This is an optimization exercise on Yosys and OpenROAD, whose aim is small area, not a production implementation.
The RTL was checked by simulation tests, not by an equivalence proof against the original design.
No driver is modelled on the clock port, so clocking that relies on it looks cheaper here than on a real chip.
Power figures rest on the tool's default switching activity, not on a simulated workload.

## trial 79
// FSM
module FSM(
	input  wire        clk,
	input  wire        reset_fsm,
	input  wire        DOUT,
	input  wire        DVALID_BAR,
	output wire        DXMIT_BAR,
	output wire        SYS_CLK,
	output wire        DCLK,
	output wire        CONV,
	output wire        fifo_flag,
	input  wire [9:0]  fifo_cnt,
	output wire [63:0] data2pipe,
	output wire        done,
	input  wire [31:0] TINT,
	output wire [31:0] fifo_th
    );
Size in the first run: roughly 390 cells after synthesis, about 84 flip-flops, ~150 I/O pins, ~0.0041 mm² of cells after synthesis.
==> module CLKGEN, before the edit <==
module CLKGEN(
	input  wire        clk,
	input  wire        reset,
	input  wire [31:0] TINT,
	output reg         SYS_CLK,
	output reg         CONV,
	output wire        sys_tick
    );
	reg  [2:0]  cnt_10M;
	reg  [27:0] cnt_int;
	wire        last = (cnt_10M == 3'd4);
	assign sys_tick = last && !SYS_CLK;
	always @(posedge clk or posedge reset)
		if (reset) begin
			cnt_10M <= 0;
			SYS_CLK <= 0;
		end else if (last) begin
			cnt_10M <= 0;
			SYS_CLK <= ~SYS_CLK;
		end else
			cnt_10M <= cnt_10M + 1'b1;
	wire [28:0] t;
	wire [27:0] xn;
	assign t[0] = sys_tick;
	genvar i;
	generate for (i = 0; i < 28; i = i + 1) begin : g_inc
		assign t[i+1] = t[i] & cnt_int[i];
		assign xn[i]  = ~(cnt_int[i] ^ t[i]);
	end endgenerate
	wire [32:0] lt;
	assign lt[0] = 1'b0;
	generate for (i = 0; i < 32; i = i + 1) begin : g_cmp
		wire na = (i < 28) ? xn[i] : (i == 28) ? ~t[28] : 1'b1;
		assign lt[i+1] = (na & TINT[i]) | ((na | TINT[i]) & lt[i]);
	end endgenerate
	wire clr = sys_tick & ~(lt[32] | (TINT == 32'd0));
	always @(posedge clk or posedge reset)
		if (reset) begin
			cnt_int <= 0;
			CONV    <= 0;
		end else begin
			cnt_int <= ~xn & {28{~clr}};
			if (clr)
				CONV <= ~CONV;
		end
endmodule
==> module READOUT, before the edit <==
module READOUT(
	input  wire        clk,
	input  wire        RST,
	input  wire        sys_tick,
	input  wire        SYS_CLK,
	input  wire        DVALID_BAR,
	input  wire        DOUT,
	input  wire [9:0]  fifo_cnt,
	input  wire [31:0] TINT,
	output wire        DXMIT_BAR,
	output wire        DCLK,
	output wire        done,
	output wire [63:0] data2pipe,
	output wire [31:0] fifo_th,
	output wire        fifo_flag
    );
	reg [5:0]  st;
	reg        dvalid_old;
	reg [39:0] doutreg;
	wire idle = st[5] & st[4];
	assign DXMIT_BAR = idle;
	assign done      = idle & st[0];
	wire r0 = st[5] & ~st[4] & st[3] & ~st[2] & ~st[1] & ~st[0];
	assign DCLK      = SYS_CLK & ~(idle & ~st[0]) & ~r0;
	assign data2pipe = {24'd0, doutreg};
	always @(posedge clk or posedge RST)
		if (RST) begin
			st         <= 6'd62;
			dvalid_old <= 1;
		end else if (sys_tick) begin
			dvalid_old <= DVALID_BAR;
			if (idle)
				st <= (!DVALID_BAR && dvalid_old) ? 6'd40 : 6'd62;
			else
				st <= st - 1'b1;
		end
	always @(posedge clk)
		if (sys_tick && !idle && st != 6'd0)
			doutreg <= {DOUT, doutreg[39:1]};
	wire z   = (TINT[31:17] == 15'd0);
	wire t1  = z && (TINT[16:0] < 17'd5000);
	wire t2  = z && (TINT[16:0] < 17'd10000);
	wire t3  = z && (TINT[16:0] < 17'd50000);
	wire t4  = z && (TINT[16:0] < 17'd100000);
	reg th7, th5, th4, th3;
	always @(posedge clk or posedge RST)
		if (RST) begin
			th7 <= 0; th5 <= 1; th4 <= 0; th3 <= 0;
		end else if (sys_tick) begin
			th7 <= t2;
			th5 <= t3 & ~t2;
			th4 <= t1 | ~t2;
			th3 <= (t2 & ~t1) | (t4 & ~t3);
		end
	wire [8:0] thv = {th4 & th7, th7, ~th4, th5, th4, th3,
	                  ~th7 & ~th3 & (th4 ^ th5), th4 & th5, th4 & th3};
	assign fifo_th   = {23'd0, thv};
	assign fifo_flag = fifo_cnt > {thv, 1'b0};
endmodule
==> flow/config.mk <==
export PLATFORM = sky130hd
export DESIGN_NAME = FSM
export DESIGN_NICKNAME = FSM
export VERILOG_FILES = /design/flow/design.v
export SDC_FILE = /design/flow/constraint.sdc
export NUM_CORES = 4
export LEC_CHECK = 0
export CAP_MARGIN = 20
export CORE_MARGIN = 2
export CORE_UTILIZATION = 80
export PLACE_DENSITY = 0.9
export SLEW_MARGIN = 20
==> flow/constraint.sdc <==
create_clock -name core_clock -period 10.0 [get_ports {clk}]
set_input_delay 2.0000 -clock core_clock [delete_from_list [all_inputs] [get_ports {clk}]]
set_output_delay 2.0000 -clock core_clock [all_outputs]
set_load 0.01 [all_outputs]
standard.sh (not shown) runs the stock make flow with config.mk's settings and CLKGATE_MAP_FILE= SYNTH_SCRIPT=/design/flow/synth_recipe.tcl, a recipe that flattens the netlist after the stock synthesis.
==> flow/flow/run.sh <==
#!/bin/bash
# ORFS layout (the standard.sh) with these changes:
# - synthesis maps logic with an area-oriented ABC script (flow/abc_area.script) and
#   leaves adders to ABC (no half/full adder cells); everything else in synthesis is
#   the standard flow's own script, so the registers are the same
# - port buffers are buf_1
# - one tie cell per constant value (no tie fanout repair)
set -euo pipefail
W=$(pwd)
{
  echo 'proc abc {args} {'
  echo '  set i [lsearch $args -script]'
  echo "  if {\$i >= 0} { set args [lreplace \$args \$i [expr {\$i+1}] -script $W/flow/abc_area.script] }"
  echo '  yosys abc {*}$args'
  echo '}'
  cat synth_recipe.tcl
} > my_synth.tcl
sed "s#SYNTH_SCRIPT=[^ ]*#SYNTH_SCRIPT=$W/my_synth.tcl#" standard.sh > my_standard.sh
grep -q "SYNTH_SCRIPT=$W/my_synth.tcl" my_standard.sh
export ADDER_MAP_FILE=
export BUFFER_PORTS_ARGS="-buffer_cell sky130_fd_sc_hd__buf_1"
export SKIP_REPAIR_TIE_FANOUT=1
export CTS_ARGS="-sink_clustering_enable -repair_clock_nets -buf_list sky130_fd_sc_hd__clkbuf_4 -root_buf sky130_fd_sc_hd__clkbuf_4 -dont_use_dummy_load"
export POST_CTS_TCL=$W/flow/post_cts.tcl
bash my_standard.sh finish > standard.log 2>&1
==> flow/flow/abc_area.script <==
strash
dc2
&get -n
&st
&dch -f
&nf -R 1000
&st
&dch -f
&nf -R 1000
&put
topo
==> flow/flow/post_cts.tcl <==
estimate_parasitics -placement
set n_up 0
foreach inst [get_cells -hierarchical *] {
  if {[get_property $inst ref_name] != "sky130_fd_sc_hd__clkbuf_4"} { continue }
  set out [get_pins -of $inst -filter "direction == output"]
  set worst 0
  foreach p [get_pins -of [get_nets -of $out] -filter "direction == input"] {
    set s [get_property $p slew_max]
    if {$s > $worst} { set worst $s }
  }
  if {$worst > 0.118} {
    puts "upsizing [get_full_name $inst]: sink slew $worst"
    replace_cell $inst sky130_fd_sc_hd__clkbuf_8
    incr n_up
  }
}
if {$n_up > 0} {
  detailed_placement
  estimate_parasitics -placement
}
diff inputs: trial 79 => build 35
diff --git a/flow/design.v b/flow/design.v
--- a/flow/design.v
+++ b/flow/design.v
@@ -4,25 +4,23 @@
 	input  wire        reset,
 	input  wire [31:0] TINT,
 	output reg         SYS_CLK,
 	output reg         CONV,
 	output wire        sys_tick
     );
-	reg  [2:0]  cnt_10M;
+	reg  [3:0]  jc;
 	reg  [27:0] cnt_int;
-	wire        last = (cnt_10M == 3'd4);
-	assign sys_tick = last && !SYS_CLK;
+	assign sys_tick = jc[3] & ~SYS_CLK;
 	always @(posedge clk or posedge reset)
 		if (reset) begin
-			cnt_10M <= 0;
+			jc      <= 0;
 			SYS_CLK <= 0;
-		end else if (last) begin
-			cnt_10M <= 0;
-			SYS_CLK <= ~SYS_CLK;
-		end else
-			cnt_10M <= cnt_10M + 1'b1;
+		end else begin
+			jc      <= {jc[2:0], ~SYS_CLK};
+			SYS_CLK <= jc[3];
+		end
 	wire [28:0] t;
 	wire [27:0] xn;
 	assign t[0] = sys_tick;
 	genvar i;
 	generate for (i = 0; i < 28; i = i + 1) begin : g_inc
 		assign t[i+1] = t[i] & cnt_int[i];
@@ -59,49 +57,51 @@
 	output wire        DCLK,
 	output wire        done,
 	output wire [63:0] data2pipe,
 	output wire [31:0] fifo_th,
 	output wire        fifo_flag
     );
-	reg [5:0]  st;
-	reg        dvalid_old;
-	reg [39:0] doutreg;
+	reg  [5:0]  st_n;
+	reg         dvalid_old_n;
+	reg  [39:0] doutreg;
+	wire [5:0]  st = ~st_n;
 	wire idle = st[5] & st[4];
 	assign DXMIT_BAR = idle;
 	assign done      = idle & st[0];
 	wire r0 = st[5] & ~st[4] & st[3] & ~st[2] & ~st[1] & ~st[0];
 	assign DCLK      = SYS_CLK & ~(idle & ~st[0]) & ~r0;
 	assign data2pipe = {24'd0, doutreg};
 	always @(posedge clk or posedge RST)
 		if (RST) begin
-			st         <= 6'd62;
-			dvalid_old <= 1;
+			st_n         <= ~6'd62;
+			dvalid_old_n <= 0;
 		end else if (sys_tick) begin
-			dvalid_old <= DVALID_BAR;
+			dvalid_old_n <= ~DVALID_BAR;
 			if (idle)
-				st <= (!DVALID_BAR && dvalid_old) ? 6'd40 : 6'd62;
+				st_n <= (!DVALID_BAR && !dvalid_old_n) ? ~6'd40 : ~6'd62;
 			else
-				st <= st - 1'b1;
+				st_n <= st_n + 1'b1;
 		end
 	always @(posedge clk)
 		if (sys_tick && !idle && st != 6'd0)
 			doutreg <= {DOUT, doutreg[39:1]};
 	wire z   = (TINT[31:17] == 15'd0);
 	wire t1  = z && (TINT[16:0] < 17'd5000);
 	wire t2  = z && (TINT[16:0] < 17'd10000);
 	wire t3  = z && (TINT[16:0] < 17'd50000);
 	wire t4  = z && (TINT[16:0] < 17'd100000);
-	reg th7, th5, th4, th3;
+	reg th7, th5_n, th4, th3;
+	wire th5 = ~th5_n;
 	always @(posedge clk or posedge RST)
 		if (RST) begin
-			th7 <= 0; th5 <= 1; th4 <= 0; th3 <= 0;
+			th7 <= 0; th5_n <= 0; th4 <= 0; th3 <= 0;
 		end else if (sys_tick) begin
-			th7 <= t2;
-			th5 <= t3 & ~t2;
-			th4 <= t1 | ~t2;
-			th3 <= (t2 & ~t1) | (t4 & ~t3);
+			th7   <= t2;
+			th5_n <= ~(t3 & ~t2);
+			th4   <= t1 | ~t2;
+			th3   <= (t2 & ~t1) | (t4 & ~t3);
 		end
 	wire [8:0] thv = {th4 & th7, th7, ~th4, th5, th4, th3,
 	                  ~th7 & ~th3 & (th4 ^ th5), th4 & th5, th4 & th3};
 	assign fifo_th   = {23'd0, thv};
 	assign fifo_flag = fifo_cnt > {thv, 1'b0};
 endmodule
### Flow results
Higher synthesis-to-layout area growth was reported by build 35, not trial 79.
In the flow results for build 35 and trial 79, the time the final worst path needs with I/O delays and setup is larger on trial 79.
The clock tree cell share of total cell area of trial 79 and that of build 35 are within noise of each other.
Looking at half-perimeter wire length after detailed placement, build 35 sits above trial 79.
Going from trial 79 to build 35, required time at the endpoint of the critical path moved up; share of the synthesized area in compound gates (AO/OA/AOI/OAI) moved down; clock-pin slew on the worst setup and hold paths level; global-route usage over all layers moved up; sum of internal, switching and leakage power moved down.
On final estimated routing congestion in global placement: between build 35 and trial 79, it ends up lower for build 35.

[static timing again, ports no longer ideal]
Ports are ideal in the flow. The routed layouts listed here were re-timed in OpenROAD. Step 1 (the two cells are an assumption about what drives the block):
set clk [get_ports {clk}]
set_driving_cell -lib_cell sky130_fd_sc_hd__clkbuf_16 $clk
set_driving_cell -lib_cell sky130_fd_sc_hd__buf_2 [delete_from_list [all_inputs] $clk]
Step 2, shift: input delay + t, output delay - t, t = (earliest + latest rising clock arrival at the registers) / 2. This alone moves slack from input paths to output paths. a / b / c = no drivers / after step 1 / after step 2; a / b = the first two.
| run | t, ns | slack for setup (ns) | worst register clock-pin slew, ns | cell pins on the clock port's net |
|---|---|---|---|---|
| trial 79 | 0.370 | 3.279 / 3.279 / 3.279 | 0.11 / 0.11 | 1 |
| build 35 | 0.386 | 3.298 / 3.298 / 3.298 | 0.12 / 0.12 | 1 |
After both steps every run listed still meets setup and hold.
